This is an optimization exercise on Yosys and OpenROAD, whose aim is small area, not a production implementation.
Function was checked by simulation only, so behaviour that the tests miss may differ from the original.
The flow treats the clock pin as an ideal source. Dropping or thinning the clock tree relies on that and would not hold on a real chip.
Power and IR drop assume default switching activity.

run 1:
==> flow/design.v (excerpt) <==
module blink_led_BlinkLED
(
  input  clk,
  input  reset,
  input  led_in,
  input  led_we,
  output  led_out,
  output  run_busy,
  input  run_req
);
For scale: ~30 flip-flops, ~880 um^2 of cells after synthesis.
Settings: LEC_CHECK=0, CAP_MARGIN=20, CORE_AREA=2.3 2.72 59.8 59.84, DIE_AREA=0 0 62.1 62.1, SLEW_MARGIN=20; clock period 5.0 ns.
standard.sh (not shown) runs the stock make flow with config.mk's settings and CLKGATE_MAP_FILE= SYNTH_SCRIPT=/design/flow/synth_recipe.tcl, a recipe that flattens the netlist after the stock synthesis.
==> flow/flow/run.sh <==
#!/bin/bash
# Layout flow: the standard synthesis script and ORFS flow, with
#  - synthesis run with an area-oriented ABC mapping script (abc_area.script,
#    used in place of ORFS's abc_speed.script; everything else in synthesis,
#    including synth_recipe.tcl, is unchanged, so the registers and their names
#    are those of the standard synthesis),
#  - port buffers of the smallest buffer cell (buf_1),
#  - a clock tree of one buffer at the flip-flops' centre (cts_hook.tcl)
#    instead of TritonCTS's H-tree (which builds five buffers for 30 sinks).
# Each step's full output goes to its own log here; ORFS's own per-stage
# logs are under orfs/logs/.
set -euo pipefail
W=$(pwd)
rm -rf "$W/scripts_area"
cp -r "$FLOW_HOME/scripts" "$W/scripts_area"
cp "$W/flow/abc_area.script" "$W/scripts_area/abc_speed.script"
bash standard.sh "SCRIPTS_DIR=$W/scripts_area" synth > "$W/synth.log" 2>&1
bash standard.sh \
  "BUFFER_PORTS_ARGS=-buffer_cell sky130_fd_sc_hd__buf_1" \
  "PRE_CTS_TCL=$W/flow/cts_hook.tcl" \
  finish > "$W/layout.log" 2>&1
==> flow/flow/abc_area.script <==
strash
&get -n
&fraig -x
&put
scorr
dc2
dretime
strash
&get -n
&dch -f
&nf -R 1000
&put
dnsize
==> flow/flow/cts_hook.tcl <==
# Sourced by ORFS's cts.tcl before it calls clock_tree_synthesis. Replaces
# that call: the clock port drives one buf_12 placed at the centre of the
# flip-flops, which drives every flip-flop clock pin (all sinks see the same
# single buffer, so no register is skewed against another).
rename clock_tree_synthesis orfs_clock_tree_synthesis
proc clock_tree_synthesis {args} {
  set block [ord::get_db_block]
  set net [$block findNet clk]
  set n 0
  set sx 0
  set sy 0
  foreach it [$net getITerms] {
    set inst [$it getInst]
    set bb [$inst getBBox]
    set sx [expr {$sx + ([$bb xMin] + [$bb xMax]) / 2}]
    set sy [expr {$sy + ([$bb yMin] + [$bb yMax]) / 2}]
    incr n
  }
  set dbu [$block getDbUnitsPerMicron]
  set x [expr {double($sx) / $n / $dbu}]
  set y [expr {double($sy) / $n / $dbu}]
  puts "clock buffer for $n sinks at ($x, $y)"
  insert_buffer -buffer_cell sky130_fd_sc_hd__buf_12 -net clk \
    -location [list $x $y] -buffer_name clkbuf_root -net_name clk_root
  set_propagated_clock [all_clocks]
}
--- input diff run 1..run 2 ---
- CORE_UTILIZATION: unset -> 40
- CORE_AREA: 2.3 2.72 59.8 59.84 -> unset
- DIE_AREA: 0 0 62.1 62.1 -> unset
- CORE_MARGIN: unset -> 2
==> flow/flow/run.sh <==
#!/bin/bash
# Layout flow: the standard synthesis and ORFS flow, with
#  - port buffers of the smallest buffer cell (buf_1),
#  - a clock tree of one clock buffer at the flip-flops' centre (cts_hook.tcl)
#    instead of TritonCTS's H-tree (which builds five buffers for 30 sinks).
# Each step's full output goes to its own log here; ORFS's own per-stage
# logs are under orfs/logs/.
set -euo pipefail
W=$(pwd)
bash standard.sh synth > "$W/synth.log" 2>&1
bash standard.sh \
  "BUFFER_PORTS_ARGS=-buffer_cell sky130_fd_sc_hd__buf_1" \
  "PRE_CTS_TCL=$W/flow/cts_hook.tcl" \
  finish > "$W/layout.log" 2>&1
removed: flow/flow/abc_area.script
--- outcome ---
Run 2 vs. run 1: die width went down; first-pass GRT wire length went up; part of the cycle the worst path needs -8.6 points; vertical extent of the die moved down; via count +8.9%.
Run 2 gives less area of the die than run 1 did.
Clock network power is higher on run 2
Compare run 2 and run 1 | met2 demand-to-capacity share in global routing higher: run 2
In run 2, critical path arrival is lower than in run 1.
For run 2 and run 1, there was not a single run that failed to finish clean.
#### Input delta (run 3 over run 2)
==> flow/flow/run.sh <==
#!/bin/bash
# Layout flow: the standard synthesis script and ORFS flow, with
#  - synthesis run with an area-oriented ABC mapping script (abc_area.script,
#    used in place of ORFS's abc_speed.script; everything else in synthesis,
#    including synth_recipe.tcl, is unchanged, so the registers and their names
#    are those of the standard synthesis),
#  - port buffers of the smallest buffer cell (buf_1),
#  - a clock tree of one buffer at the flip-flops' centre (cts_hook.tcl)
#    instead of TritonCTS's H-tree (which builds five buffers for 30 sinks).
# Each step's full output goes to its own log here; ORFS's own per-stage
# logs are under orfs/logs/.
set -euo pipefail
W=$(pwd)
rm -rf "$W/scripts_area"
cp -r "$FLOW_HOME/scripts" "$W/scripts_area"
cp "$W/flow/abc_area.script" "$W/scripts_area/abc_speed.script"
bash standard.sh "SCRIPTS_DIR=$W/scripts_area" synth > "$W/synth.log" 2>&1
bash standard.sh \
  "BUFFER_PORTS_ARGS=-buffer_cell sky130_fd_sc_hd__buf_1" \
  "PRE_CTS_TCL=$W/flow/cts_hook.tcl" \
  finish > "$W/layout.log" 2>&1
==> flow/flow/abc_area.script (new file) <==
strash
&get -n
&fraig -x
&put
scorr
dc2
dretime
strash
&get -n
&dch -f
&nf -R 1000
&put
dnsize
Findings:
- Reported for run 3 and run 2, flip-flop and latch count turned out identical to the last digit.
- On first-pass GRT wire length, run 3 does better than run 2.
- In run 3, the share of the clock period used by the worst path came out 6.4 points above the value in run 2.
- Going from run 2 to run 3, design area fell 5.7%; highest ir drop seen on vdd fell 14%; number of nets in the synthesized netlist fell about 12%.
The inputs of run 4 differ from those of run 3 as listed below.
==> flow/flow/run.sh <==
#!/bin/bash
# Layout flow: the standard synthesis and ORFS flow, with
#  - port buffers of the smallest buffer cell (buf_1),
#  - a clock tree of one clock buffer at the flip-flops' centre (cts_hook.tcl)
#    instead of TritonCTS's H-tree (which builds five buffers for 30 sinks).
# Each step's full output goes to its own log here; ORFS's own per-stage
# logs are under orfs/logs/.
set -euo pipefail
W=$(pwd)
bash standard.sh synth > "$W/synth.log" 2>&1
bash standard.sh \
  "BUFFER_PORTS_ARGS=-buffer_cell sky130_fd_sc_hd__buf_1" \
  "PRE_CTS_TCL=$W/flow/cts_hook.tcl" \
  finish > "$W/layout.log" 2>&1
diff --git a/flow/flow/cts_hook.tcl b/flow/flow/cts_hook.tcl
--- a/flow/flow/cts_hook.tcl
+++ b/flow/flow/cts_hook.tcl
@@ -1,3 +1,3 @@
 # Sourced by ORFS's cts.tcl before it calls clock_tree_synthesis. Replaces
-# that call: the clock port drives one buf_12 placed at the centre of the
+# that call: the clock port drives one clkbuf_16 placed at the centre of the
 # flip-flops, which drives every flip-flop clock pin (all sinks see the same
@@ -22,3 +22,3 @@
   puts "clock buffer for $n sinks at ($x, $y)"
-  insert_buffer -buffer_cell sky130_fd_sc_hd__buf_12 -net clk \
+  insert_buffer -buffer_cell sky130_fd_sc_hd__clkbuf_16 -net clk \
     -location [list $x $y] -buffer_name clkbuf_root -net_name clk_root
removed: flow/flow/abc_area.script
## What came out
Run 4: full flow OK, the timing, DRC and antenna checks passed. Register share of total power (lower): run 4. Half-perimeter wire length after placement: lower on run 3. Run 3 vs run 4, uppermost layer routed: met4 vs met3. Min power per cell area across run 4 and run 3: run 4. Changes observed in run 4 relative to run 3: post-route minimum period went down by 0.30 ns; reported leakage power went up by about 12%; total power went up by 3.2%; number of cells after detailed placement went up by 5.8%; final routed wire length divided by cell count went up by 12%. In run 4, the post-detailed-routing wire length came out 240 um above the value in run 3.
No run of this note takes its clock network from TritonCTS; it comes from the design's own scripts or RTL.

---

== 05-23 ==
The RTL this note starts from:
==> flow/design.v <==
module blink_led_BlinkLED
(
  input  clk,
  input  reset,
  input  led_in,
  input  led_we,
  output  led_out,
  output  run_busy,
  input  run_req
);
  localparam [2:0] ST_IDLE  = 3'b000;
  localparam [2:0] ST_EXIT  = 3'b001;
  localparam [2:0] ST_WAIT0 = 3'b010;
  localparam [2:0] ST_WAIT1 = 3'b011;
  localparam [2:0] ST_RUN0  = 3'b100;
  localparam [2:0] ST_RUN1  = 3'b110;
  localparam [24:0] POL  = 25'h1555555;
  localparam [24:0] LA   = 25'h1555555;
  localparam [24:0] LB   = 25'h0555555;
  localparam [24:0] TERM = 25'h0b3fbee;
  localparam [24:0] ID   = 25'h059fdf7;
  localparam [24:0] TMASK = 25'h1efffef;
  reg  [2:0]  st;
  reg         req_d;
  reg         led;
  reg  [24:0] cnt;      
  wire        run     = st[2];
  wire        ph      = st[1];
  wire [24:0] x       = cnt ^ POL;
  wire        term    = ((x ^ TERM) & TMASK) == 25'd0;
  wire        req_any = run_req | req_d;
  wire        restart = run_req & ~req_d & (run | (st[1:0] == 2'b00));
  wire        go      = run & ~restart & ~reset;
  assign led_out  = led;
  assign run_busy = ~(~st[2] & st[1] & ~st[0]);
  always @(posedge clk) begin
    if (reset) begin
      st    <= ST_IDLE;
      req_d <= 1'b0;
      led   <= 1'b0;
    end else begin
      req_d <= run_req;
      if (restart)
        st <= ST_WAIT1;
      else if (run)
        st <= {2'b10 | {1'b0, ph ^ term}, 1'b0};
      else case (st[1:0])
        2'b00:   st <= ST_EXIT;
        2'b01:   st <= ST_WAIT0;
        default: st <= req_any ? ST_RUN0 : ST_WAIT0;
      endcase
      if (term)
        led <= ~ph;
      else if (led_we)
        led <= led_in;
    end
  end
  always @(posedge clk) begin
    if (!go)
      cnt <= ID ^ POL;
    else if (term)
      cnt <= (ph ? LB : LA) ^ POL;
    else
      cnt <= {x[23:0], x[24] ^ x[21]} ^ POL;
  end
endmodule
clock: 5.0 ns
lec_check: 0
cap_margin: 0
core_area: 2.3 2.72 59.8 59.84
die_area: 0 0 62.1 62.1
gpl_timing_driven: 0
slew_margin: 0
==> flow/flow/run.sh <==
#!/bin/bash
# Layout flow: the standard synthesis script and ORFS flow, with
#  - synthesis run with an area-oriented ABC mapping script (abc_area.script,
#    used in place of ORFS's abc_speed.script; everything else in synthesis,
#    including synth_recipe.tcl, is unchanged, so the registers and their names
#    are those of the standard synthesis),
#  - port buffers of the smallest buffer cell (buf_1),
#  - a clock tree of one buffer at the flip-flops' centre (cts_hook.tcl)
#    instead of TritonCTS's H-tree (which builds five buffers for 30 sinks).
# Each step's full output goes to its own log here; ORFS's own per-stage
# logs are under orfs/logs/.
set -euo pipefail
W=$(pwd)
rm -rf "$W/scripts_area"
cp -r "$FLOW_HOME/scripts" "$W/scripts_area"
cp "$W/flow/abc_area.script" "$W/scripts_area/abc_speed.script"
bash standard.sh "SCRIPTS_DIR=$W/scripts_area" synth > "$W/synth.log" 2>&1
bash standard.sh \
  "BUFFER_PORTS_ARGS=-buffer_cell sky130_fd_sc_hd__buf_1" \
  "PRE_CTS_TCL=$W/flow/cts_hook.tcl" \
  finish > "$W/layout.log" 2>&1
==> flow/flow/abc_area.script <==
strash
&get -n
&fraig -x
&put
scorr
dc2
dretime
strash
&get -n
&dch -f
&nf -R 1000
&put
dnsize
==> flow/flow/cts_hook.tcl <==
# Sourced by ORFS's cts.tcl before it calls clock_tree_synthesis. Replaces
# that call: the clock port drives one buf_12 placed at the centre of the
# flip-flops, which drives every flip-flop clock pin (all sinks see the same
# single buffer, so no register is skewed against another).
rename clock_tree_synthesis orfs_clock_tree_synthesis
proc clock_tree_synthesis {args} {
  set block [ord::get_db_block]
  set net [$block findNet clk]
  set n 0
  set sx 0
  set sy 0
  foreach it [$net getITerms] {
    set inst [$it getInst]
    set bb [$inst getBBox]
    set sx [expr {$sx + ([$bb xMin] + [$bb xMax]) / 2}]
    set sy [expr {$sy + ([$bb yMin] + [$bb yMax]) / 2}]
    incr n
  }
  set dbu [$block getDbUnitsPerMicron]
  set x [expr {double($sx) / $n / $dbu}]
  set y [expr {double($sy) / $n / $dbu}]
  puts "clock buffer for $n sinks at ($x, $y)"
  insert_buffer -buffer_cell sky130_fd_sc_hd__buf_12 -net clk \
    -location [list $x $y] -buffer_name clkbuf_root -net_name clk_root
  set_propagated_clock [all_clocks]
}
05-23: PASS, flow complete, no timing, DRC or antenna violations
Setup changes, 05-23 to 08-03
diff --git a/flow/config.mk b/flow/config.mk
--- a/flow/config.mk
+++ b/flow/config.mk
@@ -10,3 +10,2 @@
 export DIE_AREA = 0 0 62.1 62.1
-export GPL_TIMING_DRIVEN = 0
 export SLEW_MARGIN = 0
- Diff 05-23..08-03 | sequential cell count | unchanged
- There was hardly any difference in met2 track demand over resource between 08-03 and 05-23.
- The global-route wire length before repair reported for 08-03 is greater than that of 05-23 by 14 um.
- Diff 05-23 -> 08-03 | minimum period implied by the final worst setup slack | decrease of 0.20 ns
- Total power divided by cell area grows slightly when moving from 05-23 to 08-03.
- In the flow results for 05-23 and 08-03, the net switching share of the total power is larger on 08-03.
- Cmp 08-03 vs 05-23: critical path depth in cells higher in 08-03
- The run with more setup slack is 08-03; 05-23 has less.
- Between 05-23 and 08-03, the portion of total power attributed to combinational logic does not differ in any meaningful way.
- The internal power component was comparable across 05-23 and 08-03.
No run of this note takes its clock network from TritonCTS; it comes from the design's own scripts or RTL.

afterwards: timing with drivers on the ports:
No port has a modelled driver above. Below, the same layouts with a new extraction and two added sets of constraints. Step 1 sets driving cells, clkbuf_16 on the clock port and buf_2 on the other inputs (assumed; they add their load-dependent delay and slew). Step 2 also shifts input and output timing later by t, the mid clock arrival at the registers, as if the neighbouring blocks saw the same clock. Slacks: ideal / step 1 / step 2; pairs: ideal / step 1.
| run | t, ns | slack for setup (ns) | worst setup path after step 2 |
|---|---|---|---|
| run 1 | 0.167 | 2.663 / 2.671 / 2.505 | input to register |
| run 2 | 0.166 | 3.092 / 3.064 / 2.972 | input to register |
| run 3 | 0.165 | 2.771 / 2.781 / 2.617 | input to register |
| run 4 | 0.186 | 3.071 / 3.046 / 2.971 | input to register |
| 05-23 | 0.168 | 2.561 / 2.561 / 2.531 | input to register |
| 08-03 | 0.170 | 2.761 / 2.770 / 2.601 | input to register |
After both steps every run listed still meets setup and hold. The setup slack of 08-03, which loses most, moves by +0.009 ns with the drivers and by -0.160 ns with both steps.
